This is an optimization exercise on Yosys and OpenROAD, whose aim is small area, not a production implementation.
The RTL was checked by simulation tests, not by an equivalence proof against the original design.
Power is estimated from default activity; no workload was simulated.

File: design/flow/config.mk
export PLATFORM = sky130hd
export DESIGN_NAME = router
export DESIGN_NICKNAME = router
export VERILOG_FILES = /design/flow/design.v
export SDC_FILE = /design/flow/constraint.sdc
export NUM_CORES = 4
export LEC_CHECK = 0
export CAP_MARGIN = 20
export CORE_MARGIN = 2
export CORE_UTILIZATION = 40
export SLEW_MARGIN = 20
File: design/flow/constraint.sdc
create_clock -name core_clock -period 10.0 [get_ports {clk}]
set_input_delay 2.0000 -clock core_clock [delete_from_list [all_inputs] [get_ports {clk}]]
set_output_delay 2.0000 -clock core_clock [all_outputs]
set_load 0.01 [all_outputs]
File: design/flow/design.v
module input_port(clk,rst,sw,input_flit,head,Credit_out);
	input clk,rst,sw;
	input [31:0] input_flit;
	output [31:0] head;
	output reg Credit_out;
	reg [191:0] mem;
	reg [5:0] rd;    
	reg [5:0] wp;    
	reg [2:0] n;     
	reg req_r;       
	wire shift = sw & req_r;
	wire adv   = shift & (n != 3'd0);
	wire [2:0] n1 = n - {2'b00,adv};
	wire full1 = (n1 == 3'd6);
	wire acc   = ~full1 & (input_flit[31:30] != 2'b00);
	always @(posedge clk) begin
		req_r <= (head[31:30] != 2'b11);
		if (rst) begin
			rd <= 6'b000001;
			wp <= 6'b000001;
			n <= 3'd0;
			Credit_out <= 1'b0;
		end else begin
			if (shift) Credit_out <= 1'b1;
			if (adv) rd <= {rd[4:0],rd[5]};
			if (acc) wp <= {wp[4:0],wp[5]};
			n <= n1 + {2'b00,acc};
		end
	end
	genvar j;
	generate for (j = 0; j < 6; j = j + 1) begin : slot
		always @(posedge clk)
			if (wp[j] & ~full1)
				mem[32*j +: 32] <= input_flit;
	end endgenerate
	assign head = ({32{rd[0]}} & mem[31:0])    | ({32{rd[1]}} & mem[63:32])  |
	              ({32{rd[2]}} & mem[95:64])   | ({32{rd[3]}} & mem[127:96]) |
	              ({32{rd[4]}} & mem[159:128]) | ({32{rd[5]}} & mem[191:160]);
endmodule
module routing_logic(clk,rst_d,type_h,xdest,ydest,want);
	parameter P = 0;
	input clk,rst_d;
	input [1:0] type_h,xdest,ydest;
	output [4:0] want;
	reg [4:0] st;
	wire xw = (xdest == 2'd0);
	wire xe = xdest[1];
	wire yn = (ydest == 2'd0);
	wire ys = ydest[1];
	wire [4:0] dir = xw ? 5'b10000 : xe ? 5'b01000 : yn ? 5'b00010 : ys ? 5'b00100 : 5'b00001;
	wire [4:0] tgt = dir & ~(5'b00001 << P);
	assign want = rst_d ? 5'b00000 :
	              (type_h == 2'b01) ? tgt :
	              type_h[1] ? st : 5'b00000;
	always @(posedge clk)
		st <= want;
endmodule
module Switch_Allocator(clk,rst,credit_in,req,grant,grant_next);
	input clk,rst,credit_in;
	input [3:0] req;
	output reg [3:0] grant;
	output [3:0] grant_next;
	reg [31:0] count;
	wire cnt_ok = ~count[31] & (|count[30:1]);
	wire keep = |(grant & req);
	wire [3:0] first = {req[3] & ~|req[2:0], req[2] & ~|req[1:0], req[1] & ~req[0], req[0]};
	assign grant_next = (rst | ~cnt_ok) ? 4'b0000 : keep ? grant : first;
	wire idle_next = ~|grant_next;
	wire dn = ~idle_next & ~credit_in;
	wire [31:0] t;
	assign t[0] = ~(idle_next ^ credit_in);
	genvar i;
	generate for (i = 1; i < 32; i = i + 1) begin : chain
		assign t[i] = t[i-1] & (count[i-1] ^ dn);
	end endgenerate
	always @(posedge clk) begin
		grant <= grant_next;
		if (rst)
			count <= 32'd6;
		else
			count <= count ^ t;
	end
endmodule
module delay_element(clk,rst,sel_flit,out_flit);
	input clk,rst;
	input [31:0] sel_flit;
	output reg [31:0] out_flit;
	reg [30:0] held;    
	wire hd = (sel_flit[31:30] == 2'b01) & ~rst;
	wire nh = (sel_flit[31:30] != 2'b01) & ~rst;
	always @(posedge clk) begin
		held <= {31{hd}} & sel_flit[30:0];
		out_flit <= ({32{hd}} & {1'b0,held}) | ({32{nh}} & sel_flit);
	end
endmodule
module crossbar_switch(clk,sel,h0,h1,h2,h3,sel_flit);
	input clk;
	input [3:0] sel;
	input [31:0] h0,h1,h2,h3;
	output reg [31:0] sel_flit;
	always @(posedge clk)
		sel_flit <= ({32{sel[0]}} & h0) | ({32{sel[1]}} & h1) | ({32{sel[2]}} & h2) | ({32{sel[3]}} & h3);
endmodule
module router(clk,rst,input_flit_Local,input_flit_North, input_flit_South, input_flit_East,input_flit_West,credit_inL,credit_inN,credit_inS,credit_inE,credit_inW,Credit_outL,Credit_outN,Credit_outS,Credit_outE,Credit_outW,Local_output,North_output,South_output,East_output,West_output);
	input clk;
	input rst;
	input[31:0] input_flit_Local, input_flit_North, input_flit_South, input_flit_East,input_flit_West;
	input credit_inL,credit_inN,credit_inS,credit_inE,credit_inW;
	output Credit_outL,Credit_outN,Credit_outS,Credit_outE,Credit_outW;
	output[31:0] Local_output,North_output,South_output,East_output,West_output;
	wire [31:0] hL,hN,hS,hE,hW;              
	wire [4:0] wL,wN,wS,wE,wW;               
	wire [3:0] gL,gN,gS,gE,gW;               
	wire [3:0] gnL,gnN,gnS,gnE,gnW;          
	wire [31:0] zL,zN,zS,zE,zW;              
	reg rst_d;
	always @(posedge clk) rst_d <= rst;
	wire swL = gN[0] | gS[0] | gE[0] | gW[0];
	wire swN = gL[0] | gS[1] | gE[1] | gW[1];
	wire swS = gL[1] | gN[1] | gE[2] | gW[2];
	wire swE = gL[2] | gN[2] | gS[2] | gW[3] | gL[3];   
	wire swW = gL[3] | gN[3] | gS[3] | gE[3];
	input_port input_portL(clk,rst,swL,input_flit_Local,hL,Credit_outL);
	input_port input_portN(clk,rst,swN,input_flit_North,hN,Credit_outN);
	input_port input_portS(clk,rst,swS,input_flit_South,hS,Credit_outS);
	input_port input_portE(clk,rst,swE,input_flit_East,hE,Credit_outE);
	input_port input_portW(clk,rst,swW,input_flit_West,hW,Credit_outW);
	routing_logic #(0) routing_L(clk,rst_d,hL[31:30],hL[23:22],hL[21:20],wL);
	routing_logic #(1) routing_N(clk,rst_d,hN[31:30],hN[23:22],hN[21:20],wN);
	routing_logic #(2) routing_S(clk,rst_d,hS[31:30],hS[23:22],hS[21:20],wS);
	routing_logic #(3) routing_E(clk,rst_d,hE[31:30],hE[23:22],hE[21:20],wE);
	routing_logic #(4) routing_W(clk,rst_d,hW[31:30],hW[23:22],hW[21:20],wW);
	Switch_Allocator sa_L(clk,rst,credit_inL,{wW[0],wE[0],wS[0],wN[0]},gL,gnL);
	Switch_Allocator sa_N(clk,rst,credit_inN,{wW[1],wE[1],wS[1],wL[1]},gN,gnN);
	Switch_Allocator sa_S(clk,rst,credit_inS,{wW[2],wE[2],wN[2],wL[2]},gS,gnS);
	Switch_Allocator sa_E(clk,rst,credit_inE,{wW[3],wS[3],wN[3],wL[3]},gE,gnE);
	Switch_Allocator sa_W(clk,rst,credit_inW,{wE[4],wS[4],wN[4],wL[4]},gW,gnW);
	crossbar_switch xb_L(clk,gnL,hN,hS,hE,hW,zL);
	crossbar_switch xb_N(clk,gnN,hL,hS,hE,hW,zN);
	crossbar_switch xb_S(clk,gnS,hL,hN,hE,hW,zS);
	crossbar_switch xb_E(clk,gnE,hL,hN,hS,hW,zE);
	crossbar_switch xb_W(clk,gnW,hL,hN,hS,hE,zW);
	delay_element out_L(clk,rst,zL,Local_output);
	delay_element out_N(clk,rst,zN,North_output);
	delay_element out_S(clk,rst,zS,South_output);
	delay_element out_E(clk,rst,zE,East_output);
	delay_element out_W(clk,rst,zW,West_output);
endmodule
File: design/flow/flow/run.sh
#!/bin/bash
# Layout flow: the standard ORFS flow, with an area-oriented ABC mapping,
# CTS without dummy loads and with smaller clock buffers, and single-drive
# port buffers.  Every tool's output is in orfs/logs; make's output in flow.log.
set -euo pipefail
here=$(pwd)
rm -rf "$here/scripts_area"
cp -r "$FLOW_HOME/scripts" "$here/scripts_area"
cp "$here/flow/abc_area.script" "$here/scripts_area/abc_area.script"
bash standard.sh \
  SCRIPTS_DIR="$here/scripts_area" \
  ABC_AREA=1 \
  BUFFER_PORTS_ARGS="-buffer_cell sky130_fd_sc_hd__buf_1" \
  CTS_ARGS="-sink_clustering_enable -repair_clock_nets -dont_use_dummy_load -buf_list sky130_fd_sc_hd__clkbuf_8 -sink_clustering_size 16 -sink_clustering_max_diameter 60" \
  finish > "$here/flow.log" 2>&1
File: design/flow/flow/abc_area.script
strash
&get -n
&st
&dch
&nf -a
&put
File: design/flow/standard.sh
#!/bin/bash
# synth_recipe.tcl (not shown) runs the flow's synth.tcl, then flattens the netlist and writes it again
# the make line also repeats each setting of config.mk as NAME=value (left out here)
make -C /OpenROAD-flow-scripts/flow DESIGN_CONFIG=/design/flow/config.mk WORK_HOME=/design/flow/orfs CLKGATE_MAP_FILE= SYNTH_SCRIPT=/design/flow/synth_recipe.tcl "${@:-finish}"
==> results of run 1 <==
[area by class of cell]
type	count	area [um^2]	share of cell area (%)
Multi-Input combinational cell	2487	17400	25.4
Timing Repair Buffer	427	1970	2.88
Antenna cell	14	35.0	0.0513
Sequential cell	1721	44100	64.5
Clock buffer	139	1910	2.80
Inverter	101	379	0.555
Tap cell	2044	2560	3.74
[critical path, stage by stage (launching register included)]
cell and delay, ps:
sky130_fd_sc_hd__dfxtp_2 580, sky130_fd_sc_hd__a222oi_1 500, sky130_fd_sc_hd__nand4_1 490, sky130_fd_sc_hd__a31oi_1 580, sky130_fd_sc_hd__nor3b_1 110, sky130_fd_sc_hd__nor4_1 720, sky130_fd_sc_hd__mux2i_1 260, sky130_fd_sc_hd__buf_4 260
sky130_fd_sc_hd__nor2_2 60, sky130_fd_sc_hd__or4_1 530, sky130_fd_sc_hd__ha_2 530, sky130_fd_sc_hd__xnor2_1 270, sky130_fd_sc_hd__nor4bb_1 730, sky130_fd_sc_hd__nand4b_1 240, sky130_fd_sc_hd__nor4_1 910, sky130_fd_sc_hd__nand4_1 460
sky130_fd_sc_hd__nor4_1 700, sky130_fd_sc_hd__a21boi_0 550, sky130_fd_sc_hd__and3_1 240, sky130_fd_sc_hd__nor3_1 50
[state kept, by name, summed over array words and instances, names as in the netlist, 192 cells and up]
register         flops
input_portE.mem    192
input_portL.mem    192
input_portN.mem    192
input_portS.mem    192
input_portW.mem    192
[per-layer routing]
layer	vias up	track usage (%)	wire length (um)	share of wire (%)
met3	389	5.97	19200	9.9
met4	40	10.5	8770	4.5
met5	-	0	276	0.14
met2	2015	37.1	87700	45
li1	18300	-	-	-
met1	20300	31.7	77400	40
[logic make-up (layout without fill, tap and decap cells)]
group	count (synthesis)	count (layout)	share of synthesized area [%]
AOI/OAI and AO/OA	1018	1018	13.5
and+or+nand+nor	1197	1197	10.2
DFF	1721	1721	71.5
other	0	14	0
xor gates and xnor gates	197	197	2.80
buffers and inverters	101	667	0.615
adders and majority gates	25	25	0.507
muxes	50	50	0.828
[through the flow]
step	power, mW	setup WS [ps]	instances
detailed placement	12.9	1190	6780
global route	16.8	129	6924
floorplan	11.0	1060	4309
global placement	12.8	1310	6779
finish	16.2	1040	6933
CTS	16.2	1170	6919
[synth_stat cells (all sizes together) (14+ instances only)]
master  instances  share of area, %
nand3b         32              0.39
and3           34              0.35
a211oi         19              0.23
nor3b          33              0.40
a22oi          14              0.17
nand4          35              0.36
ha             25              0.51
and2          223               2.3
xnor2          97               1.4
mux2i          42              0.68
nand3          16              0.13
dfxtp         761                25
nor3           85              0.69
nand2b         40              0.41
xor2          100               1.4
nor2          230               1.4
a221o          18              0.29
or4            14              0.17
a22o          170               2.4
a21oi         123               1.0
o21bai         15              0.18
and4           15              0.21
edfxtp        960                47
a222oi        433               7.0
nand2         281               1.7
clkinv        101              0.62
o21ai         155               1.3
nor4           54              0.55
nor2b          52              0.53
or3            23              0.23
[final timing paths]
path | endpoint | slack, ps | cells past startpoint
setup / recovery | sa_E.count[31] | 1040 | 19
hold / removal | out_W.out_flit[10] | 420 | 1
setup reg to reg | sa_E.count[31] | 1040 | 19
hold reg to reg | out_W.out_flit[10] | 420 | 1
[power by group through the flow]
stage | Clock [mW] | Combinational (mW) | Sequential [mW]
detailed placement | 0 | 3.68 | 9.19
finish | 3.39 | 3.75 | 9.04
global placement | 0 | 3.66 | 9.16
global route | 3.73 | 3.95 | 9.12
floorplan | 0 | 1.91 | 9.08
CTS | 3.48 | 3.69 | 9.03
==> parameters.txt, run 1 <==
Parameter                              Value

Run status
  Run status    finished clean

Clock tree
  Clock latency (worst-skew pair)    just under 1000 ps
  Post CTS Setup Buffer Count    0
  TritonCTS clock tree    yes
  CTS Hold Buffers Added    0
  Clock buffer depth    3
  Post-CTS sizing    0
  Number of clock buffers inserted by TritonCTS    approximately 140
  Master cell of the clock root buffer    sky130_fd_sc_hd__clkbuf_8
  CTS sink cnt    between 1500 and 2000
  H-tree depth reported by CTS    4
  Post-CTS clock slew at the launch and capture registers of the worst setup and hold paths    approximately 100 ps

Power
  Max VDD drop    approximately 150 uV
  Switching power as a share of total power    between 30% and 40%
  Combinational share of power    about 23%
  Fraction of power consumed by sequential logic    between 50% and 60%
  Reported leakage power    between 20 and 25 nW
  Internal cell power    ~11 mW
  Pwr per Cell Area    roughly 240 mW/mm^2
  Clock power frac    about a fifth
  Switching power of the nets    roughly 5.3 mW

Cells and area
  Util after Layout    around 44%
  Share of cells above drive strength 1    5.85%
  Number of nets at the end of the flow    a little over 5000
  Most common library cell in the layout ignoring fill and taps    sky130_fd_sc_hd__edfxtp_1
  Top library cells by usage in the layout, fill and taps aside    sky130_fd_sc_hd__edfxtp_1, sky130_fd_sc_hd__dfxtp_1, sky130_fd_sc_hd__a222oi_1
  Layout-stage area growth over the synthesis result    10.8%
  Post-Layout Inst Area    about 0.068 mm^2
  Count of fill cells added during filler insertion    ~14000

Critical path
  Maximum fanout encountered on the critical timing path    50
  Data required time of the critical path    ~11000 ps
  Setup CP Type    reg2reg
  Startpoint Class    register
  Launch point of the critical path    input_portL.rd[0]
  Type of destination of the critical path    register
  Crit Reg-Reg Startpoint    input_portL.rd[0]
  Arrival time of data at the critical path endpoint    9650 ps

Drt
  DRC marker count from the first detailed-route iteration    5489
  Average wire length per cell after detail routing    27.9 um
  DR vias/cell    ~5.9
  Aggregate routed wire length    around 190000 um
  Initial DRT Pass Iterations    11
  # DRC    0
  Post-detailed-route count of antenna-violating nets    0
  Vias after detailed routing    41000

Synth
  Unique cell type count in the Yosys netlist    59
  Average cell area after synthesis    14.3 um^2
  Gate count of the mapped netlist    ~4300
  Share of async-settable or async-resettable flops after synthesis    0%
  FF+latch count, synth    around 1700
  Cell area after technology mapping    approximately 0.062 mm^2
  Number of enable flip-flop cells after synthesis    960
  Synth Flop Type    sky130_fd_sc_hd__edfxtp_1
  Post-synthesis net count    approximately 4500
  Warnings from Yosys    10
  Sequential element share of the synthesized area    ~71%

STA
  Hold_ws    about 420 ps
  Shortest period the worst path allows    ~9000 ps
  Number of endpoints with negative hold slack in the final report    0
  Final count of negative-setup-slack endpoints    0
  Slew @ Worst Pin    between 1000 and 1500 ps
  Setup repair after global routing missed its margin    false
  Worst-case headroom to the max-slew limit    between 10% and 20%
  Share of the cycle needed by the critical path after routing    89.6%
  Number of pins exceeding their max-slew limit in the final report    0
  Fin Setup TNS    0 ps
  Setup skew after layout    about 180 ps
  Maximum operating frequency    ~0.11 GHz

Floorplan
  Effective utilization at floorplan    40.2%
  Floorplan Core Area    approximately 0.15 mm^2
  Overall die height    roughly 400 um
  Placement row count    roughly 140
  Floorplan die area    0.157 mm^2
  Boundary Pins    332
  Chip Width    397 um

Min path
  Hold path start    out_W.held[10]
  Hold Crit Class    reg2reg

Job
  Max-capacitance violation count    0

Global route
  Largest net degree at the start of global routing    77
  Global Route Usage Sum    a little under a quarter
  Aggregate global routing overflow    0
  Antenna violations before repair    50
  Number of global-route vias before repair    slightly below 40000
  First-pass GRT wire length    roughly 270000 um

Placed design
  Port Buffer Count    331
  Post-detailed-placement cell area    0.0664 mm^2
  HPWL after DPL    around 130000 um
  Final RePlAce weighted congestion    0.974
==> run 2: changes to the inputs <==
--- a/design/flow/design.v
+++ b/design/flow/design.v
@@ -51,7 +51,7 @@
 	wire [4:0] tgt = dir & ~(5'b00001 << P);
 	assign want = rst_d ? 5'b00000 :
 	              (type_h == 2'b01) ? tgt :
-	              type_h[1] ? st : 5'b00000;
+	              type_h[1] ? (st & ~(5'b00001 << P)) : 5'b00000;    
 	always @(posedge clk)
 		st <= want;
 endmodule
==> design/flow/flow/abc_area.script (replaced) <==
strash
&get -n
&st
&dch -x
&nf -a -R 1000 -p -C 32
&put
strash
&get -n
&st
&dch -x
&nf -a -R 1000 -p -C 32
&put
==> run 2 against run 1 <==
  * Still clean on timing, DRC and antenna
  * Final area decreased by 2.2%
  * Core utilization rose by 0.58 points
  * Sequential cell count is the same
  * Clock skew is 38 ps lower
  * Worst hold slack gained 3.9 ps
  * Critical endpoint is now sa_N.count[31]
  * Largest power group unchanged
==> parameters.txt, run 2 <==
Parameter                              Value

STA
  Fin Setup TNS    0 ps (unchanged)
  Worst-case headroom to the max-slew limit    13.3% (-3.3 points)
  Final count of negative-setup-slack endpoints    0 (unchanged)
  Number of endpoints with negative hold slack in the final report    0 (unchanged)
  Hold_ws    424 ps (+3.94 ps)
  Slew @ Worst Pin    1290 ps (+49.6 ps)
  Setup skew after layout    139 ps (-38.4 ps)
  Share of the cycle needed by the critical path after routing    90.2% (+0.56 points)
  Number of pins exceeding their max-slew limit in the final report    0 (unchanged)
  Shortest period the worst path allows    9020 ps (+56.4 ps)
  Setup repair after global routing missed its margin    false
  Maximum operating frequency    0.111 GHz (-0.63%)

Synth
  Unique cell type count in the Yosys netlist    39 (-34%)
  Gate count of the mapped netlist    4098 (-4.9%)
  Synth Flop Type    sky130_fd_sc_hd__edfxtp_1
  Most frequently used cell type in the post-synthesis netlist    sky130_fd_sc_hd__edfxtp_1
  Top cell type's share of synthesized area    48.2% (+1.4 points)
  Warnings from Yosys    10 (unchanged)
  Cell area after technology mapping    0.0599 mm^2 (-2.9%)
  Average cell area after synthesis    14.6 um^2 (+2.1%)
  Synth area leader    sky130_fd_sc_hd__edfxtp_1
  FF+latch count, synth    1721 (unchanged)
  Most common library cells after synthesis    sky130_fd_sc_hd__edfxtp_1, sky130_fd_sc_hd__dfxtp_1, sky130_fd_sc_hd__nor2_1
  Share of async-settable or async-resettable flops after synthesis    0% (unchanged)
  Top area cells in the synthesized netlist    sky130_fd_sc_hd__edfxtp_1, sky130_fd_sc_hd__dfxtp_1, sky130_fd_sc_hd__a222oi_1
  Sequential element share of the synthesized area    73.6% (+2.1 points)
  Post-synthesis net count    4290 (-4.7%)
  Number of enable flip-flop cells after synthesis    960 (unchanged)

Min path
  Cell count of the worst hold path    1 (unchanged)
  Hold Crit Class    reg2reg
  Hold path start    out_N.held[7]
  Hold worst-path end    out_N.out_flit[7]

Drt
  DRC marker count from the first detailed-route iteration    6043 (+10%)
  DR vias/cell    5.86 (-0.89%)
  Aggregate routed wire length    183000 um (-5.3%)
  Initial DRT Pass Iterations    14 (+3)
  # DRC    0 (unchanged)
  Post-detailed-route count of antenna-violating nets    0 (unchanged)
  Vias after detailed routing    39000 (-4.8%)
  Average wire length per cell after detail routing    27.5 um (-1.4%)

Clock tree
  H-tree depth reported by CTS    4 (unchanged)
  CTS sink cnt    1721 (unchanged)
  Post-CTS clock slew at the launch and capture registers of the worst setup and hold paths    100 ps (about the same)
  Master cell of the clock root buffer    sky130_fd_sc_hd__clkbuf_8
  Post CTS Setup Buffer Count    0 (unchanged)
  Clock latency (worst-skew pair)    950 ps (-20 ps)
  Clock buffer depth    3 (unchanged)
  TritonCTS clock tree    yes
  Post-CTS sizing    0 (unchanged)
  CTS Hold Buffers Added    0 (unchanged)
  Number of clock buffers inserted by TritonCTS    139 (unchanged)

Run status
  Run status    finished clean

Global route
  Antenna violations before repair    39 (-22%)
  Largest net degree at the start of global routing    65 (-16%)
  Number of global-route vias before repair    36100 (-6.0%)
  Global Route Usage Sum    23.3% (-0.57 points)
  Aggregate global routing overflow    0 (unchanged)
  First-pass GRT wire length    258000 um (-5.7%)

Cells and area
  Post-Layout Inst Area    0.0668 mm^2 (-2.2%)
  Number of nets at the end of the flow    4905 (-3.2%)
  Top library cells by usage in the layout, fill and taps aside    sky130_fd_sc_hd__edfxtp_1, sky130_fd_sc_hd__dfxtp_1, sky130_fd_sc_hd__nor2_1
  Util after Layout    45.1% (+0.58 points)
  Layout-stage area growth over the synthesis result    11.6%
  Share of cells above drive strength 1    6.96% (+1.1 points)
  Most common library cell in the layout ignoring fill and taps    sky130_fd_sc_hd__edfxtp_1

Placed design
  Post-detailed-placement cell area    0.0648 mm^2 (-2.4%)
  HPWL after DPL    122000 um (-6.0%)
  Final RePlAce weighted congestion    0.958 (-1.6%)
  Port Buffer Count    331 (unchanged)

Floorplan
  Overall die height    391 um (-1.4%)
  Floorplan die area    0.153 mm^2 (-2.9%)
  Placement row count    141 (-2.1%)
  Floorplan Core Area    0.148 mm^2 (-3.5%)
  Effective utilization at floorplan    40.4% (+0.24 points)
  Boundary Pins    332 (unchanged)
  Chip Width    391 um (-1.4%)

Critical path
  Number of cell instances on the worst register-to-register path    45 (+26)
  Register-to-register setup slack    980 ps (-60 ps)
  Arrival time of data at the critical path endpoint    9850 ps (+200 ps)
  Cell at the slowest stage of the critical path    sky130_fd_sc_hd__or4_1
  Type of destination of the critical path    register
  Setup CP Type    reg2reg
  Crit Reg-Reg Startpoint    input_portE.rd[0]
  Critical path's most frequent cell    sky130_fd_sc_hd__nand2_1
  Reg2Reg Capture Point    sa_N.count[31]
  Startpoint Class    register
  Maximum fanout encountered on the critical timing path    30 (-40%)
  Data required time of the critical path    10830 ps (+140 ps)
  Worst path max stage delay    640 ps (-270 ps)

Job
  Max-capacitance violation count    0 (unchanged)

Power
  Reported leakage power    22.7 nW (-1.0%)
  Max VDD drop    122 uV (-17%)
  Pwr per Cell Area    210 mW/mm^2 (-11%)
[run 2: worst max path at each step]
stage	startpoint	endpoint	cells past startpoint
floorplan	input_portE.rd[3]	sa_N.count[31]	40
detailed placement	input_portE.rd[1]	sa_N.count[31]	44
global route	input_portN.rd[5]	sa_W.count[31]	42
CTS	input_portN.rd[1]	sa_L.count[31]	44
global placement	input_portE.rd[1]	sa_N.count[31]	44
finish	input_portE.rd[0]	sa_N.count[31]	45
[run 2: metrics by stage]
step	setup slack, ps	power [mW]	cells
2_1_floorplan	7.87	9.59	4098
6_report	980	14.0	6657
4_1_cts	716	14.1	6639
3_5_place_dp	639	10.8	6500
3_3_place_gp	787	10.7	6497
5_1_grt	18.8	14.5	6643
[run 2: logic make-up (layout without fill, tap and decap cells)]
kind of cell / Yosys count / count (layout) / synth area share [%]
and+or+nand+nor: 1056 / 1056 / 8.03
buffers and inverters: 64 / 677 / 0.401
AOI/OAI and AO/OA: 930 / 930 / 13.0
adders and majority gates: 25 / 25 / 0.522
xor gates and xnor gates: 297 / 297 / 4.35
muxes: 5 / 5 / 0.0836
DFF: 1721 / 1721 / 73.6
other: 0 / 16 / 0
[run 2: final cells by class]
| class | instances | area [um^2] |
|---|---|---|
| diodes | 16 | 40.0 |
| inverters | 64 | 240 |
| flip-flops and latches | 1721 | 44100 |
| multi-input cells | 2313 | 15800 |
| fillers | 13200 | 81400 |
| clock buffers | 139 | 1910 |
| well taps | 1930 | 2410 |
| repair buffers | 474 | 2310 |
[run 2: routing by layer]
metal	routed length, um	up-vias	global-route usage (%)
met3	19300	407	6.79
met2	82400	2046	36.1
met1	73700	19300	31.0
li1	-	17300	-
met4	7430	34	9.02
met5	230	-	0
[run 2: power breakdown]
part / total, mW / switching, mW / internal [mW] / leakage [nW]
logic: 2.26 / 1.65 / 0.611 / 6.54
clock network: 3.38 / 2.14 / 1.24 / 0.999
registers: 8.39 / 0.285 / 8.10 / 15.2
[run 2: worst max-delay path, delay by kind of cell (launching register included)]
| family | cells | cell delay (ps) |
|---|---|---|
| XOR/XNOR | 1 | 180 |
| adder cells (fa/ha/maj) | 1 | 250 |
| AO/OA/AOI/OAI | 7 | 1370 |
| flip-flops | 1 | 480 |
| buffers and inverters | 4 | 920 |
| AND/OR/NAND/NOR | 32 | 5760 |
==> run 3: changes to the inputs <==
--- a/design/flow/design.v
+++ b/design/flow/design.v
@@ -4,8 +4,9 @@
 	output [31:0] head;
 	output reg Credit_out;
 	reg [191:0] mem;
-	reg [5:0] rd;    
-	reg [5:0] wp;    
+	reg [2:0] rp, wq;
+	wire [5:0] rd = {rp[2] & ~rp[1], rp[1] & ~rp[0], rp[2] & rp[0], rp[1] & ~rp[2], rp[0] & ~rp[1], ~rp[2] & ~rp[0]};
+	wire [5:0] wp = {wq[2] & ~wq[1], wq[1] & ~wq[0], wq[2] & wq[0], wq[1] & ~wq[2], wq[0] & ~wq[1], ~wq[2] & ~wq[0]};
 	reg [2:0] n;     
 	reg req_r;       
 	wire shift = sw & req_r;
@@ -16,14 +17,14 @@
 	always @(posedge clk) begin
 		req_r <= (head[31:30] != 2'b11);
 		if (rst) begin
-			rd <= 6'b000001;
-			wp <= 6'b000001;
+			rp <= 3'b000;
+			wq <= 3'b000;
 			n <= 3'd0;
 			Credit_out <= 1'b0;
 		end else begin
 			if (shift) Credit_out <= 1'b1;
-			if (adv) rd <= {rd[4:0],rd[5]};
-			if (acc) wp <= {wp[4:0],wp[5]};
+			if (adv) rp <= {rp[1:0],~rp[2]};
+			if (acc) wq <= {wq[1:0],~wq[2]};
 			n <= n1 + {2'b00,acc};
 		end
 	end
==> run 3 against run 2 <==
  * Clock-buffer cell count decreased by 2
  * Sequential cell count decreased by 30
  * Power decreased by 9.8%
  * Worst hold slack got worse by 25 ps
  * Setup slack got worse by 130 ps
  * Critical path depth decreased by 3
  * Wire length decreased by 1.9%
  * Highest routed layer unchanged
==> parameters.txt, run 3 <==
Parameter                              Value

Synth
  Most common library cells after synthesis    sky130_fd_sc_hd__edfxtp_1, sky130_fd_sc_hd__dfxtp_1, sky130_fd_sc_hd__a222oi_1
  Warnings from Yosys    10 (unchanged)
  Most frequently used cell type in the post-synthesis netlist    sky130_fd_sc_hd__edfxtp_1
  Share of async-settable or async-resettable flops after synthesis    0% (unchanged)
  Number of enable flip-flop cells after synthesis    960 (unchanged)
  Top cell type's share of synthesized area    48.7% (+0.54 points)
  FF+latch count, synth    1691 (-1.7%)
  Sequential element share of the synthesized area    73.4% (-0.19 points)
  Synth Flop Type    sky130_fd_sc_hd__edfxtp_1
  Cell area after technology mapping    0.0592 mm^2 (-1.1%)
  Top area cells in the synthesized netlist    sky130_fd_sc_hd__edfxtp_1, sky130_fd_sc_hd__dfxtp_1, sky130_fd_sc_hd__a222oi_1
  Gate count of the mapped netlist    4027 (-1.7%)
  Synth area leader    sky130_fd_sc_hd__edfxtp_1
  Unique cell type count in the Yosys netlist    39 (unchanged)
  Average cell area after synthesis    14.7 um^2 (+0.64%)
  Post-synthesis net count    4219 (-1.7%)

STA
  Fin Setup TNS    0 ps (unchanged)
  Setup repair after global routing missed its margin    false
  Shortest period the worst path allows    9150 ps (+126 ps)
  Worst-case headroom to the max-slew limit    20.2% (+6.9 points)
  Final count of negative-setup-slack endpoints    0 (unchanged)
  Number of endpoints with negative hold slack in the final report    0 (unchanged)
  Setup skew after layout    102 ps (-36.1 ps)
  Maximum operating frequency    0.109 GHz (-1.4%)
  Minimum setup slack in the final design    854 ps (-126 ps)
  Number of pins exceeding their max-slew limit in the final report    0 (unchanged)
  Share of the cycle needed by the critical path after routing    91.5% (+1.3 points)
  Slew @ Worst Pin    1200 ps (-89.7 ps)

Cells and area
  Share of cells above drive strength 1    7.63% (+0.67 points)
  Util after Layout    45.0% (-0.076 points)
  Layout-stage area growth over the synthesis result    12.0%
  Most common library cell in the layout ignoring fill and taps    sky130_fd_sc_hd__edfxtp_1
  Non-Filler Instances    6571 (-1.3%)
  Top library cells by usage in the layout, fill and taps aside    sky130_fd_sc_hd__edfxtp_1, sky130_fd_sc_hd__dfxtp_1, sky130_fd_sc_hd__a222oi_1
  Number of nets at the end of the flow    4818 (-1.8%)

Drt
  DRC marker count from the first detailed-route iteration    5791 (-4.2%)
  Initial DRT Pass Iterations    14 (unchanged)
  Average wire length per cell after detail routing    27.4 um (-0.59%)
  # DRC    0 (unchanged)
  DR vias/cell    5.84 (-0.45%)
  Aggregate routed wire length    180000 um (-1.9%)
  Vias after detailed routing    38400 (-1.7%)
  Post-detailed-route count of antenna-violating nets    0 (unchanged)

Clock tree
  Clock latency (worst-skew pair)    910 ps (-40 ps)
  Master cell of the clock root buffer    sky130_fd_sc_hd__clkbuf_8
  Clock buffer depth    3 (unchanged)
  TritonCTS clock tree    yes
  CTS sink cnt    1691 (-1.7%)
  H-tree depth reported by CTS    4 (unchanged)
  Post-CTS clock slew at the launch and capture registers of the worst setup and hold paths    100 ps (about the same)
  Number of clock buffers inserted by TritonCTS    137 (-1.4%)

Placed design
  Final RePlAce weighted congestion    0.918 (-4.2%)
  HPWL after DPL    120000 um (-1.7%)
  Post-placement cell count    6410 (-1.4%)
  Pre-CTS WS    699 ps (+59.6 ps)
  Port Buffer Count    331 (unchanged)

Critical path
  Arrival time of data at the critical path endpoint    9870 ps (+20 ps)
  Type of destination of the critical path    register
  Worst path max stage delay    580 ps (-60 ps)
  Cell at the slowest stage of the critical path    sky130_fd_sc_hd__or4_1
  Maximum fanout encountered on the critical timing path    30 (unchanged)
  Startpoint Class    register
  Critical path's most frequent cell    sky130_fd_sc_hd__nor2_1
  Data required time of the critical path    10720 ps (-110 ps)
  Setup CP Type    reg2reg

Global route
  Largest net degree at the start of global routing    84 (+29%)
  First-pass GRT wire length    256000 um (-0.76%)
  Met3 demand-to-capacity share in global routing    7.05% (+0.26 points)
  Grt met2 use    35.3% (-0.76 points)
  Number of global-route vias before repair    36300 (+0.48%)
  Met1 track utilization from global routing    31.0% (about the same)
  Aggregate global routing overflow    0 (unchanged)
  Most Used Layer, Global Route    met2
  Antenna violations before repair    50 (+28%)
  Global Route Usage Sum    23.2% (-0.15 points)

Min path
  Hold Crit Class    reg2reg

Floorplan
  Chip Width    389 um (-0.55%)
  Boundary Pins    332 (unchanged)
  Placement row count    141 (unchanged)
  Overall die height    389 um (-0.55%)
  Floorplan Core Area    0.147 mm^2 (-0.60%)
  Floorplan die area    0.151 mm^2 (-1.1%)
  Effective utilization at floorplan    40.2% (-0.21 points)

Power
  Reported leakage power    22.7 nW (-0.21%)
  Max VDD drop    107 uV (-12%)
  Pwr per Cell Area    191 mW/mm^2 (-9.2%)

Job
  Max-capacitance violation count    0 (unchanged)

Run status
  Run status    finished clean
run 3: per-layer routing:
layer / vias up / routed length (um)
met5: - / 218
met3: 390 / 19800
met4: 34 / 7370
li1: 17000 / -
met2: 2108 / 79900
met1: 18800 / 72500
run 3: per-stage QoR:
stage               total power [mW]  hold WS [ps]  area (um^2)
detailed placement              9.46           432        64200
global placement                9.43           431        64200
global route                    13.1           421        66300
floorplan                       8.76           412        59300
finish                          12.6           399        66300
CTS                             12.7           408        66100
run 3: critical path: cells and delay by family (launching register included):
| family | cells | cell delay (ps) |
|---|---|---|
| buffers and inverters | 2 | 470 |
| DFF | 1 | 380 |
| adders and majority gates | 1 | 220 |
| xor gates and xnor gates | 1 | 180 |
| and+or+nand+nor | 32 | 6350 |
| AOI/OAI and AO/OA | 6 | 1390 |
run 3: cells by family after synthesis:
logic type / synth area share, %
muxes: 0.406
xor gates and xnor gates: 4.48
and+or+nand+nor: 8.03
DFF: 73.4
buffers and inverters: 0.355
AOI/OAI and AO/OA: 12.8
adders and majority gates: 0.528
run 3: layout make-up:
cell class	instances	area (um^2)
Antenna cell	17	42.5
Sequential cell	1691	43500
Multi-Input combinational cell	2280	16000
Clock buffer	137	1890
Inverter	56	210
Fill cell	13100	81000
Timing Repair Buffer	460	2270
Tap cell	1930	2410
run 3: power by group:
group / leakage [nW] / internal, mW / switching, mW
Clock: 0.985 / 1.23 / 2.09
Sequential: 14.9 / 7.78 / 0.160
Combinational: 6.83 / 0.367 / 1.02
run 3: timing repair:
action                                  CTS  global route
hold buffers                              0             0
setup buffers                             0             4
gates resized for setup                   0            15
endpoints found under the setup margin    0            16
run 3: worst paths after layout:
kind	from	end	slack, ps	cells past startpoint
setup / recovery	input_portS.rp[2]	sa_W.count[31]	850	42
hold / removal	xb_S.sel_flit[2]	out_S.held[2]	400	1
setup reg to reg	input_portS.rp[2]	sa_W.count[31]	850	42
hold reg to reg	xb_S.sel_flit[2]	out_S.held[2]	400	1
==> run 4: changes to the inputs <==
--- a/design/flow/design.v
+++ b/design/flow/design.v
@@ -7,25 +7,26 @@
 	reg [2:0] rp, wq;
 	wire [5:0] rd = {rp[2] & ~rp[1], rp[1] & ~rp[0], rp[2] & rp[0], rp[1] & ~rp[2], rp[0] & ~rp[1], ~rp[2] & ~rp[0]};
 	wire [5:0] wp = {wq[2] & ~wq[1], wq[1] & ~wq[0], wq[2] & wq[0], wq[1] & ~wq[2], wq[0] & ~wq[1], ~wq[2] & ~wq[0]};
-	reg [2:0] n;     
+	reg full;        
 	reg req_r;       
 	wire shift = sw & req_r;
-	wire adv   = shift & (n != 3'd0);
-	wire [2:0] n1 = n - {2'b00,adv};
-	wire full1 = (n1 == 3'd6);
+	wire empty = (rp == wq) & ~full;
+	wire adv   = shift & ~empty;
+	wire full1 = full & ~adv;
 	wire acc   = ~full1 & (input_flit[31:30] != 2'b00);
+	wire [2:0] wq_inc = {wq[1:0],~wq[2]};
 	always @(posedge clk) begin
 		req_r <= (head[31:30] != 2'b11);
 		if (rst) begin
 			rp <= 3'b000;
 			wq <= 3'b000;
-			n <= 3'd0;
+			full <= 1'b0;
 			Credit_out <= 1'b0;
 		end else begin
 			if (shift) Credit_out <= 1'b1;
 			if (adv) rp <= {rp[1:0],~rp[2]};
 			if (acc) wq <= {wq[1:0],~wq[2]};
-			n <= n1 + {2'b00,acc};
+			full <= full ? (~adv | acc) : (acc & ~adv & (wq_inc == rp));
 		end
 	end
 	genvar j;
--- a/design/flow/config.mk
+++ b/design/flow/config.mk
@@ -8,4 +8,5 @@
 export CAP_MARGIN = 20
 export CORE_MARGIN = 2
 export CORE_UTILIZATION = 40
+export PLACE_DENSITY = 0.7
 export SLEW_MARGIN = 20
==> run 4 against run 3 <==
  * Still clean on timing, DRC and antenna
  * Sequential cell count shrank 10
  * Die area decreased by 0.52%
  * Final area decreased by 0.29%
  * Wire length down 1.2%
  * Sequential share of layout area down 0.098 points
  * Clock skew grew 49 ps
  * Sequential power rose by 1%
==> parameters.txt, run 4 <==
Parameter                              Value

Run status
  Run status    finished clean

Synth
  Warnings from Yosys    10 (unchanged)
  Average cell area after synthesis    14.6 um^2 (-0.50%)
  Synth area leader    sky130_fd_sc_hd__edfxtp_1
  Most frequently used cell type in the post-synthesis netlist    sky130_fd_sc_hd__edfxtp_1
  Cell area after technology mapping    0.0589 mm^2 (-0.53%)
  Gate count of the mapped netlist    4026 (-0.025%)
  Post-synthesis net count    4198 (-0.50%)
  Share of async-settable or async-resettable flops after synthesis    0% (unchanged)
  Top area cells in the synthesized netlist    sky130_fd_sc_hd__edfxtp_1, sky130_fd_sc_hd__dfxtp_1, sky130_fd_sc_hd__a222oi_1
  Most common library cells after synthesis    sky130_fd_sc_hd__edfxtp_1, sky130_fd_sc_hd__dfxtp_1, sky130_fd_sc_hd__a222oi_1
  Sequential element share of the synthesized area    73.5% (about the same)
  FF+latch count, synth    1681 (-0.59%)
  Number of enable flip-flop cells after synthesis    960 (unchanged)
  Synth Flop Type    sky130_fd_sc_hd__edfxtp_1
  Top cell type's share of synthesized area    48.9% (+0.26 points)
  Unique cell type count in the Yosys netlist    44 (+13%)

Floorplan
  Floorplan die area    0.150 mm^2 (-0.52%)
  Floorplan Core Area    0.146 mm^2 (-0.95%)
  Effective utilization at floorplan    40.4% (+0.17 points)
  Overall die height    388 um (-0.26%)
  Boundary Pins    332 (unchanged)
  Chip Width    388 um (-0.26%)
  Placement row count    140 (-0.71%)

Critical path
  Maximum fanout encountered on the critical timing path    31 (+3.3%)
  Setup CP Type    reg2reg
  Type of destination of the critical path    register
  Arrival time of data at the critical path endpoint    9800 ps (-70 ps)
  Data required time of the critical path    10750 ps (+30 ps)
  Cell at the slowest stage of the critical path    sky130_fd_sc_hd__nor2_2
  Worst path max stage delay    630 ps (+50 ps)
  Startpoint Class    register
  Register-to-register setup slack    950 ps (+90 ps)
  Critical path's most frequent cell    sky130_fd_sc_hd__nand2_1

Cells and area
  Layout-stage area growth over the synthesis result    12.2%
  Most common library cell in the layout ignoring fill and taps    sky130_fd_sc_hd__edfxtp_1
  Non-Filler Instances    6564 (-0.11%)
  Number of nets at the end of the flow    4808 (-0.21%)
  Top library cells by usage in the layout, fill and taps aside    sky130_fd_sc_hd__edfxtp_1, sky130_fd_sc_hd__dfxtp_1, sky130_fd_sc_hd__a222oi_1
  Share of cells above drive strength 1    8.01% (+0.37 points)
  Count of fill cells added during filler insertion    12800 (-2.2%)

Power
  Pwr per Cell Area    201 mW/mm^2 (+5.2%)
  Max VDD drop    102 uV (-5.2%)
  Reported leakage power    22.8 nW (+0.55%)

Global route
  Global Route Usage Sum    22.7% (-0.49 points)
  Number of global-route vias before repair    36400 (+0.30%)
  First-pass GRT wire length    251000 um (-2.0%)
  Largest net degree at the start of global routing    84 (unchanged)
  Antenna violations before repair    56 (+12%)
  Aggregate global routing overflow    0 (unchanged)

Drt
  Met3 routed wirelength    25200 um (+27%)
  Initial DRT Pass Iterations    17 (+3)
  Highest Signal Layer    met5
  Wire length on met1    67100 um (-7.5%)
  Vias after detailed routing    39000 (+1.7%)
  DR vias/cell    5.94 (+1.8%)
  Aggregate routed wire length    178000 um (-1.2%)
  Post-detailed-route count of antenna-violating nets    0 (unchanged)
  # DRC    0 (unchanged)
  Met2 wire length    75900 um (-5.0%)
  Average wire length per cell after detail routing    27.0 um (-1.1%)
  DRC marker count from the first detailed-route iteration    7236 (+25%)

STA
  Shortest period the worst path allows    9050 ps (-94.1 ps)
  Number of endpoints with negative hold slack in the final report    0 (unchanged)
  Slew @ Worst Pin    1200 ps (+2.86 ps)
  Setup repair after global routing missed its margin    false
  Share of the cycle needed by the critical path after routing    90.5% (-0.94 points)
  Final count of negative-setup-slack endpoints    0 (unchanged)
  Maximum operating frequency    0.110 GHz (+1.0%)
  Number of pins exceeding their max-slew limit in the final report    0 (unchanged)
  Fin Setup TNS    0 ps (unchanged)
  Worst-case headroom to the max-slew limit    20.0% (-0.19 points)
  Setup skew after layout    152 ps (+49.1 ps)

Min path
  Hold Crit Class    reg2reg

Clock tree
  H-tree depth reported by CTS    4 (unchanged)
  CTS sink cnt    1681 (-0.59%)
  Clock buffer depth    3 (unchanged)
  Master cell of the clock root buffer    sky130_fd_sc_hd__clkbuf_8
  TritonCTS clock tree    yes
  Number of clock buffers inserted by TritonCTS    134 (-2.2%)
  Post-CTS clock slew at the launch and capture registers of the worst setup and hold paths    100 ps (about the same)
  Clock latency (worst-skew pair)    930 ps (+20 ps)

Placed design
  Post-placement cell count    6404 (-0.094%)
  HPWL after DPL    120000 um (-0.62%)
  Port Buffer Count    331 (unchanged)
  Final RePlAce weighted congestion    0.977 (+6.3%)

Job
  Max-capacitance violation count    0 (unchanged)
==> run 4: changes by cell type after synthesis, moves of 20 or more <==
cell                       previous run  this run
sky130_fd_sc_hd__nand2_1            357       411
sky130_fd_sc_hd__ha_1                25         5
sky130_fd_sc_hd__a222oi_1           393       438
sky130_fd_sc_hd__a22oi_1             34         9
sky130_fd_sc_hd__o21ai_0            134       112
sky130_fd_sc_hd__o221ai_1            21         0
==> run 4: worst paths after layout <==
kind,from,cells after the start,endpoint
setup / recovery,input_portS.rp[0],43,sa_W.count[31]
hold / removal,xb_S.sel_flit[27],1,out_S.held[27]
setup reg to reg,input_portS.rp[0],43,sa_W.count[31]
hold reg to reg,xb_S.sel_flit[27],1,out_S.held[27]
==> run 4: per-stage QoR <==
step	worst slack, ps	power, mW	area (um^2)	util [%]	hold WS [ps]
2_1_floorplan	12.8	9.11	59000	-	412
3_3_place_gp	623	10.0	64000	43.8	431
3_5_place_dp	461	10.1	64000	43.8	434
4_1_cts	456	13.2	65800	45.1	403
6_report	948	13.3	66100	45.3	424
5_1_grt	30.8	13.7	66100	45.3	443
==> run 4: cells by family after synthesis <==
group / synth area share [%]
DFF: 73.5
and+or+nand+nor: 8.21
AOI/OAI and AO/OA: 12.8
xor gates and xnor gates: 4.71
buffers and inverters: 0.331
muxes: 0.340
adders and majority gates: 0.106
==> run 4: worst max-delay path, delay by kind of cell (launching register included) <==
family	cells	cell delay, ps
adder cells (fa/ha/maj)	1	160
AO/OA/AOI/OAI	5	1390
buffers and inverters	3	670
flip-flops	1	420
AND/OR/NAND/NOR	34	6300
==> run 4: report_power, final <==
part | internal [mW] | switching (mW) | total, mW
Clock | 1.20 | 2.03 | 3.23
Combinational | 0.502 | 1.47 | 1.98
Sequential | 7.84 | 0.219 | 8.06
==> run 4: what timing repair did <==
action                                  4_1_cts  5_1_grt
hold buffers                                  0        0
endpoints found under the setup margin        0       15
gates resized for setup                       0       30
setup buffers                                 0        7
==> run 4: cell type report <==
class	instances	area [um^2]	share of cell area (%)
Timing Repair Buffer	473	2380	3.60
Tap cell	1917	2400	3.63
Clock buffer	134	1840	2.79
Antenna cell	13	32.5	0.0492
Inverter	52	206	0.312
Sequential cell	1681	43300	65.5
Multi-Input combinational cell	2294	16000	24.2
==> run 4: metal layers <==
metal,GRT usage [%],up-vias
met5,0,-
met4,10.2,50
met3,8.41,457
met2,33.2,2493
met1,30.0,19000
li1,-,17000
==> run 5: changes to the inputs <==
--- a/design/flow/flow/run.sh
+++ b/design/flow/flow/run.sh
@@ -11,5 +11,5 @@
   SCRIPTS_DIR="$here/scripts_area" \
   ABC_AREA=1 \
   BUFFER_PORTS_ARGS="-buffer_cell sky130_fd_sc_hd__buf_1" \
-  CTS_ARGS="-sink_clustering_enable -repair_clock_nets -dont_use_dummy_load -buf_list sky130_fd_sc_hd__clkbuf_8 -sink_clustering_size 16 -sink_clustering_max_diameter 60" \
+  CTS_ARGS="-sink_clustering_enable -repair_clock_nets -dont_use_dummy_load -buf_list sky130_fd_sc_hd__clkbuf_4 -sink_clustering_size 10 -sink_clustering_max_diameter 40" \
   finish > "$here/flow.log" 2>&1
--- a/design/flow/config.mk
+++ b/design/flow/config.mk
@@ -8,5 +8,5 @@
 export CAP_MARGIN = 20
 export CORE_MARGIN = 2
 export CORE_UTILIZATION = 40
-export PLACE_DENSITY = 0.7
+export PLACE_DENSITY = 0.85
 export SLEW_MARGIN = 20
==> run 5 against run 4 <==
  * Still clean
  * Critical path depth fell by 4
  * Wire length rose by 2.7%
  * Clock-buffer cell count rose by 64
  * Sequential share of layout area rose by 0.30 points
  * Combinational power barely moved
  * First-iteration DRC count rose by 17%
  * Via count rose by 3.8%
  * Register-to-register slack got worse by 300 ps
  * Core utilization fell by 0.20 points
  * Synthesized cell count did not move
  * Worst hold slack got worse by 32 ps
  * Global-route usage rose by 0.49 points
  * Largest cell class unchanged
  * Highest routed layer unchanged
==> parameters.txt, run 5 <==
Parameter                              Value

Run status
  Run status    finished clean

Placed design
  Final RePlAce weighted congestion    1.00 (+2.4%)
  Post-detailed-placement cell area    0.0639 mm^2 (about the same)
  Port Buffer Count    331 (unchanged)
  Pre-CTS WS    310 ps (-150 ps)
  HPWL after DPL    123000 um (+2.9%)

Drt
  DRC marker count from the first detailed-route iteration    8457 (+17%)
  Vias after detailed routing    40500 (+3.8%)
  DR vias/cell    6.09 (+2.4%)
  Average wire length per cell after detail routing    27.4 um (+1.4%)
  Post-detailed-route count of antenna-violating nets    0 (unchanged)
  # DRC    0 (unchanged)
  Initial DRT Pass Iterations    20 (+3)
  Aggregate routed wire length    182000 um (+2.7%)

Synth
  Gate count of the mapped netlist    4026 (unchanged)
  Number of enable flip-flop cells after synthesis    960 (unchanged)
  Fraction of the mapped netlist area in compound gates    12.8% (unchanged)
  XOR/XNOR share of the synthesized area    4.71% (unchanged)
  Unique cell type count in the Yosys netlist    44 (unchanged)
  Top area cells in the synthesized netlist    sky130_fd_sc_hd__edfxtp_1, sky130_fd_sc_hd__dfxtp_1, sky130_fd_sc_hd__a222oi_1
  Mux share of post-synthesis cell area    0.340% (unchanged)
  Top cell type's share of synthesized area    48.9% (unchanged)
  Post-synthesis adder-cell area fraction    0.106% (unchanged)
  Share of async-settable or async-resettable flops after synthesis    0% (unchanged)
  Most frequently used cell type in the post-synthesis netlist    sky130_fd_sc_hd__edfxtp_1
  Sequential element share of the synthesized area    73.5% (unchanged)
  Cell area after technology mapping    0.0589 mm^2 (unchanged)
  Most common library cells after synthesis    sky130_fd_sc_hd__edfxtp_1, sky130_fd_sc_hd__dfxtp_1, sky130_fd_sc_hd__a222oi_1
  Warnings from Yosys    10 (unchanged)
  Largest family of logic cells by synthesized area    compound AO/OA/AOI/OAI gates
  FF+latch count, synth    1681 (unchanged)
  Post-synthesis net count    4198 (unchanged)
  Simple-gate area share of the yosys netlist    8.21% (unchanged)
  Average cell area after synthesis    14.6 um^2 (unchanged)
  Synth Flop Type    sky130_fd_sc_hd__edfxtp_1
  Synth area leader    sky130_fd_sc_hd__edfxtp_1

Floorplan
  Floorplan die area    0.150 mm^2 (unchanged)
  Effective utilization at floorplan    40.4% (unchanged)
  Placement row count    140 (unchanged)
  Boundary Pins    332 (unchanged)
  Chip Width    388 um (unchanged)
  Floorplan Core Area    0.146 mm^2 (unchanged)
  Overall die height    388 um (unchanged)

Critical path
  Setup CP Type    reg2reg
  CP Buf/Inv Count    2 (-1)
  Critical path's top delay family    simple AND/OR/NAND/NOR gates
  Data required time of the critical path    11050 ps (+300 ps)
  Critical path's most frequent cell    sky130_fd_sc_hd__nand2_1
  Arrival time of data at the critical path endpoint    10400 ps (+600 ps)
  Maximum fanout encountered on the critical timing path    30 (-3.2%)
  Type of destination of the critical path    register
  Worst path max stage delay    840 ps (+210 ps)
  Cell at the slowest stage of the critical path    sky130_fd_sc_hd__a221oi_1
  Startpoint Class    register

Cells and area
  Number of nets at the end of the flow    4871 (+1.3%)
  Layout-stage area growth over the synthesis result    11.7%
  Top library cells by usage in the layout, fill and taps aside    sky130_fd_sc_hd__edfxtp_1, sky130_fd_sc_hd__dfxtp_1, sky130_fd_sc_hd__a222oi_1
  Share of cells above drive strength 1    9.52% (+1.5 points)
  Util after Layout    45.1% (-0.20 points)
  Post-Layout Inst Area    0.0658 mm^2 (-0.45%)
  Count of fill cells added during filler insertion    12400 (-2.9%)
  Most common library cell in the layout ignoring fill and taps    sky130_fd_sc_hd__edfxtp_1

STA
  Number of pins exceeding their max-slew limit in the final report    0 (unchanged)
  Slew @ Worst Pin    1290 ps (+92.7 ps)
  Setup repair after global routing missed its margin    true
  Worst-case headroom to the max-slew limit    13.8% (-6.2 points)
  Maximum operating frequency    0.107 GHz (-3.2%)
  Minimum setup slack in the final design    649 ps (-299 ps)
  Share of the cycle needed by the critical path after routing    93.5% (+3.0 points)
  Setup skew after layout    198 ps (+46.3 ps)
  Number of endpoints with negative hold slack in the final report    0 (unchanged)
  Final count of negative-setup-slack endpoints    0 (unchanged)
  Shortest period the worst path allows    9350 ps (+299 ps)

Global route
  First-pass GRT wire length    257000 um (+2.5%)
  Global Route Usage Sum    23.2% (+0.49 points)
  Antenna violations before repair    71 (+27%)
  Largest net degree at the start of global routing    63 (-25%)
  Aggregate global routing overflow    0 (unchanged)
  Number of global-route vias before repair    38100 (+4.5%)

Min path
  Hold Crit Class    reg2reg

Power
  Max VDD drop    116 uV (+14%)
  Pwr per Cell Area    198 mW/mm^2 (-1.3%)
  Sum of internal, switching and leakage power    13.0 mW (-1.8%)
  Reported leakage power    22.7 nW (-0.30%)

Clock tree
  Post-CTS clock slew at the launch and capture registers of the worst setup and hold paths    120 ps (+20 ps)
  Clock latency (worst-skew pair)    1250 ps (+320 ps)
  Master cell of the clock root buffer    sky130_fd_sc_hd__clkbuf_4
  CTS Hold Buffers Added    0 (unchanged)
  Clock buffer depth    3 (unchanged)
  H-tree depth reported by CTS    4 (unchanged)
  TritonCTS clock tree    yes
  Number of clock buffers inserted by TritonCTS    198 (+48%)
  CTS sink cnt    1681 (unchanged)

Job
  Max-capacitance violation count    0 (unchanged)
run 5: cell type report:
type | count | area, um^2 | share of cell area (%)
tap | 1917 | 2400 | 3.65
clock buffer | 198 | 1490 | 2.26
sequential | 1681 | 43300 | 65.8
multi-input combinational | 2296 | 16000 | 24.4
antenna | 37 | 92.6 | 0.141
inverter | 52 | 203 | 0.308
timing repair buffer | 470 | 2300 | 3.49
run 5: worst register-to-register path: cells and delay by family, from the launching register on:
family | cells | cell delay [ps]
AO/OA/AOI/OAI | 8 | 2340
adder cells (fa/ha/maj) | 1 | 250
flip-flops | 1 | 430
XOR/XNOR | 1 | 180
AND/OR/NAND/NOR | 27 | 5630
buffers and inverters | 2 | 360
run 5: final timing paths:
check                                       start           endpoint  slack [ps]  cells past startpoint
worst max-delay path            input_portN.rp[1]     sa_L.count[31]         650                     39
worst min-delay path                out_N.held[6]  out_N.out_flit[6]         390                      1
worst min register to register      out_N.held[6]  out_N.out_flit[6]         390                      1
worst max register to register  input_portN.rp[1]     sa_L.count[31]         650                     39
run 5: what timing repair did:
action | CTS | global route
endpoints found under the setup margin | 0 | 25
gates resized for setup | 0 | 40
setup buffers | 0 | 14
run 5: kinds of logic (layout without fill, tap and decap cells):
logic type | Yosys count | count (layout)
AO/OA/AOI/OAI | 880 | 880
XOR/XNOR | 317 | 317
adder cells (fa/ha/maj) | 5 | 5
buffers and inverters | 52 | 720
flip-flops | 1681 | 1681
multiplexers | 20 | 20
other | 0 | 37
AND/OR/NAND/NOR | 1071 | 1074
run 5: where the power goes:
part           total (mW)  internal (mW)  switching, mW
Sequential           8.06           7.84          0.219
Combinational        2.01          0.496           1.52
Clock                2.96          0.904           2.05
Total                13.0           9.24           3.79
run 5: layer usage:
| layer | track usage [%] | up-vias | share of wire, % |
|---|---|---|---|
| li1 | - | 17300 | - |
| met1 | 29.1 | 19300 | 35 |
| met2 | 34.7 | 3299 | 44 |
| met3 | 10.4 | 585 | 17 |
| met4 | 9.53 | 32 | 4.5 |
| met5 | 0 | - | 0.11 |
run 5: metrics by stage:
stage / std cells / TNS, ps / hold slack, ps
2_1_floorplan: 4026 / 0 / 412
3_3_place_gp: 6397 / 0 / 429
3_5_place_dp: 6397 / 0 / 439
4_1_cts: 6595 / 0 / 392
5_1_grt: 6634 / -65.2 / 376
6_report: 6651 / 0 / 391
==> run 6: changes to the inputs <==
--- a/design/flow/config.mk
+++ b/design/flow/config.mk
@@ -8,5 +8,4 @@
 export CAP_MARGIN = 20
 export CORE_MARGIN = 2
 export CORE_UTILIZATION = 40
-export PLACE_DENSITY = 0.85
 export SLEW_MARGIN = 20
==> run 6 against run 5 <==
  * Still clean on timing, DRC and antenna
  * Via count decreased by 3.6%
  * First-iteration DRC count decreased by 27%
  * Synthesized area unchanged
  * Sequential cell count unchanged
  * Clock-buffer cell count increased by 25
  * Final area increased by 0.32%
  * Sequential power about the same
  * Non-clock buffer count increased by 4
  * Critical path depth increased by 5
  * Largest power group unchanged
  * Highest routed layer unchanged
==> parameters.txt, run 6 <==
Parameter                              Value

Run status
  Run status    finished clean

Critical path
  Worst path max stage delay    610 ps (-230 ps)
  Register-to-register setup slack    940 ps (+290 ps)
  Reg2Reg Capture Point    sa_S.count[31]
  Crit Reg-Reg Startpoint    input_portL.rp[0]
  Launch point of the critical path    input_portL.rp[0]
  Setup CP Type    reg2reg
  Cell at the slowest stage of the critical path    sky130_fd_sc_hd__or4_1
  Type of destination of the critical path    register
  Startpoint Class    register
  Data required time of the critical path    11100 ps (+50 ps)
  Number of cell instances on the worst register-to-register path    44 (+13%)
  Arrival time of data at the critical path endpoint    10170 ps (-230 ps)
  Maximum fanout encountered on the critical timing path    30 (unchanged)
  Critical path's most frequent cell    sky130_fd_sc_hd__nand2_1

Floorplan
  Chip Width    388 um (unchanged)
  Overall die height    388 um (unchanged)
  Floorplan Core Area    0.146 mm^2 (unchanged)
  Floorplan die area    0.150 mm^2 (unchanged)
  Effective utilization at floorplan    40.4% (unchanged)
  Placement row count    140 (unchanged)
  Boundary Pins    332 (unchanged)

STA
  Setup skew after layout    224 ps (+26.0 ps)
  Shortest period the worst path allows    9060 ps (-286 ps)
  Worst-case headroom to the max-slew limit    26.1% (+12 points)
  Number of pins exceeding their max-slew limit in the final report    0 (unchanged)
  Setup repair after global routing missed its margin    false
  Fin Setup TNS    0 ps (unchanged)
  Maximum operating frequency    0.110 GHz (+3.2%)
  Final count of negative-setup-slack endpoints    0 (unchanged)
  Slew @ Worst Pin    1110 ps (-184 ps)
  Share of the cycle needed by the critical path after routing    90.6% (-2.9 points)
  Number of endpoints with negative hold slack in the final report    0 (unchanged)
  Minimum setup slack in the final design    935 ps (+286 ps)

Drt
  Aggregate routed wire length    181000 um (-0.98%)
  # DRC    0 (unchanged)
  Vias after detailed routing    39000 (-3.6%)
  Met2 wire length    79800 um (-0.22%)
  Wire length on met1    71600 um (+13%)
  DR vias/cell    5.87 (-3.6%)
  Highest Signal Layer    met5
  DRC marker count from the first detailed-route iteration    6147 (-27%)
  Met3 routed wirelength    21200 um (-31%)
  Average wire length per cell after detail routing    27.1 um (-0.98%)
  Initial DRT Pass Iterations    30 (+50%)
  Post-detailed-route count of antenna-violating nets    0 (unchanged)

Synth
  Unique cell type count in the Yosys netlist    44 (unchanged)
  Top cell type's share of synthesized area    48.9% (unchanged)
  FF+latch count, synth    1681 (unchanged)
  Synth area leader    sky130_fd_sc_hd__edfxtp_1
  Synth Flop Type    sky130_fd_sc_hd__edfxtp_1
  Post-synthesis net count    4198 (unchanged)
  Top area cells in the synthesized netlist    sky130_fd_sc_hd__edfxtp_1, sky130_fd_sc_hd__dfxtp_1, sky130_fd_sc_hd__a222oi_1
  Most frequently used cell type in the post-synthesis netlist    sky130_fd_sc_hd__edfxtp_1
  Sequential element share of the synthesized area    73.5% (unchanged)
  Average cell area after synthesis    14.6 um^2 (unchanged)
  Cell area after technology mapping    0.0589 mm^2 (unchanged)
  Most common library cells after synthesis    sky130_fd_sc_hd__edfxtp_1, sky130_fd_sc_hd__dfxtp_1, sky130_fd_sc_hd__a222oi_1
  Number of enable flip-flop cells after synthesis    960 (unchanged)
  Gate count of the mapped netlist    4026 (unchanged)
  Warnings from Yosys    10 (unchanged)
  Share of async-settable or async-resettable flops after synthesis    0% (unchanged)

Cells and area
  Post-Layout Inst Area    0.0660 mm^2 (+0.32%)
  Share of cells above drive strength 1    9.91% (+0.39 points)
  Layout-stage area growth over the synthesis result    12.1%
  Number of nets at the end of the flow    4897 (+0.53%)
  Util after Layout    45.2% (+0.14 points)
  Top library cells by usage in the layout, fill and taps aside    sky130_fd_sc_hd__edfxtp_1, sky130_fd_sc_hd__dfxtp_1, sky130_fd_sc_hd__a222oi_1
  Most common library cell in the layout ignoring fill and taps    sky130_fd_sc_hd__edfxtp_1

Global route
  Largest net degree at the start of global routing    63 (unchanged)
  Aggregate global routing overflow    0 (unchanged)
  Number of global-route vias before repair    36700 (-3.5%)
  First-pass GRT wire length    256000 um (-0.60%)
  Global Route Usage Sum    23.3% (+0.062 points)
  Antenna violations before repair    57 (-20%)

Power
  Combinational share of power    15.1% (-0.3 points)
  Clock power frac    23.7% (+1.0 points)
  Reported leakage power    22.9 nW (+0.61%)
  Switching power of the nets    3.82 mW (+0.64%)
  Switching power as a share of total power    29.0% (-0.13 points)
  Internal cell power    9.36 mW (+1.3%)
  Max VDD drop    106 uV (-8.2%)
  Fraction of power consumed by sequential logic    61.1% (-0.8 points)
  Pwr per Cell Area    200 mW/mm^2 (+0.78%)
  Sum of internal, switching and leakage power    13.2 mW (+1.1%)

Clock tree
  Clock buffer depth    3 (unchanged)
  CTS sink cnt    1681 (unchanged)
  H-tree depth reported by CTS    4 (unchanged)
  Clock latency (worst-skew pair)    1330 ps (+80 ps)
  Number of clock buffers inserted by TritonCTS    223 (+13%)
  Master cell of the clock root buffer    sky130_fd_sc_hd__clkbuf_4
  Post-CTS clock slew at the launch and capture registers of the worst setup and hold paths    100 ps (-20 ps)
  TritonCTS clock tree    yes

Job
  Max-capacitance violation count    0 (unchanged)

Placed design
  Final RePlAce weighted congestion    0.931 (-7.0%)
  Post-detailed-placement cell area    0.0642 mm^2 (+0.40%)
  HPWL after DPL    120000 um (-2.5%)
  Port Buffer Count    331 (unchanged)
  Pre-CTS WS    656 ps (+346 ps)

Min path
  Cell count of the worst hold path    1 (unchanged)
  Hold worst-path end    out_N.held[23]
  Hold Crit Class    reg2reg
  Hold path start    xb_N.sel_flit[23]
-- run 6: cell families after synthesis --
| group | count (synthesis) | share of synthesized area, % |
|---|---|---|
| XOR/XNOR | 317 | 4.71 |
| adder cells (fa/ha/maj) | 5 | 0.106 |
| multiplexers | 20 | 0.340 |
| buffers and inverters | 52 | 0.331 |
| AO/OA/AOI/OAI | 880 | 12.8 |
| flip-flops | 1681 | 73.5 |
| AND/OR/NAND/NOR | 1071 | 8.21 |
-- run 6: through the flow --
step,hold WS [ps],instances
CTS,378,6639
global route,389,6646
floorplan,412,4026
finish,379,6651
global placement,429,6411
detailed placement,434,6416
-- run 6: worst max-delay path by stage --
| stage | to | slack (ps) | cells after the start |
|---|---|---|---|
| after CTS | sa_L.count[31] | 520 | 39 |
| final | sa_S.count[31] | 940 | 44 |
| after global placement | sa_L.count[31] | 870 | 39 |
| after global routing | sa_E.count[31] | 9 | 42 |
| after detailed placement | sa_L.count[31] | 660 | 41 |
| after floorplan | sa_L.count[31] | 10 | 40 |
-- run 6: area by class of cell --
| class | instances | area, um^2 |
|---|---|---|
| sequential | 1681 | 43300 |
| multi-input combinational | 2293 | 16000 |
| clock buffer | 223 | 1670 |
| tap | 1917 | 2400 |
| inverter | 52 | 195 |
| antenna | 11 | 27.5 |
| fill | 13200 | 79900 |
| timing repair buffer | 474 | 2400 |
-- run 6: per-layer routing --
layer / GRT usage (%) / up-vias
met5: 0 / -
met4: 9.91 / 56
met3: 7.57 / 461
met2: 35.1 / 2219
met1: 30.7 / 19000
li1: - / 17300
-- run 6: timing repair --
action | in CTS | in global routing
setup endpoints to repair | 0 | 18
buffers inserted | 0 | 1
resized for setup | 0 | 27
hold buffers | 0 | 0
-- run 6: worst max-delay path: cells and delay by family, from the launching register on --
kind                       cells  cell delay, ps
and+or+nand+nor               32            5500
adders and majority gates      1             230
xor gates and xnor gates       1             180
muxes                          1             220
buffers and inverters          5            1100
AOI/OAI and AO/OA              4            1230
DFF                            1             430
-- run 6: power groups by stage --
stage               clock network (mW)  logic [mW]  registers [mW]
global route                      3.48        2.09            8.10
detailed placement                   0        1.94            8.21
global placement                     0        1.91            8.20
finish                            3.13        1.99            8.06
CTS                               3.23        1.94            8.06
floorplan                            0       0.942            8.17

[separate check: timing with driven ports]
Ports are ideal in the flow. The routed layouts listed here were re-timed in OpenROAD.
Step 1 sets driving cells, clkbuf_16 on the clock port and buf_2 on the other inputs (assumed; they add their load-dependent delay and slew).
Step 2 times the ports against the registers' clock, not the clock port: input delays grow and output delays shrink by t, the midpoint of the rising clock arrivals with the driver on.
a / b / c = ideal ports / drivers / drivers and shift; a / b = the first two.
run | t (ns) | setup slack, ns | worst register clock-pin slew, ns | worst slew at a driven data input, ns | pins driven straight from the clock port
run 1 | 0.949 | 1.037 / 1.037 / 1.037 | 0.11 / 0.11 | 0.18 | 1
run 2 | 0.962 | 0.980 / 0.980 / 0.842 | 0.10 / 0.10 | 0.17 | 1
run 3 | 0.940 | 0.854 / 0.854 / 0.854 | 0.10 / 0.10 | 0.19 | 1
run 4 | 0.937 | 0.948 / 0.948 / 0.928 | 0.10 / 0.10 | 0.19 | 1
run 5 | 1.241 | 0.649 / 0.649 / 0.649 | 0.12 / 0.12 | 0.20 | 1
run 6 | 1.292 | 0.935 / 0.935 / 0.935 | 0.12 / 0.12 | 0.16 | 1
After both steps every run listed still meets setup and hold. For run 2, which loses most, drivers alone change the setup slack by 0.000 ns; drivers and shift together by -0.138 ns.
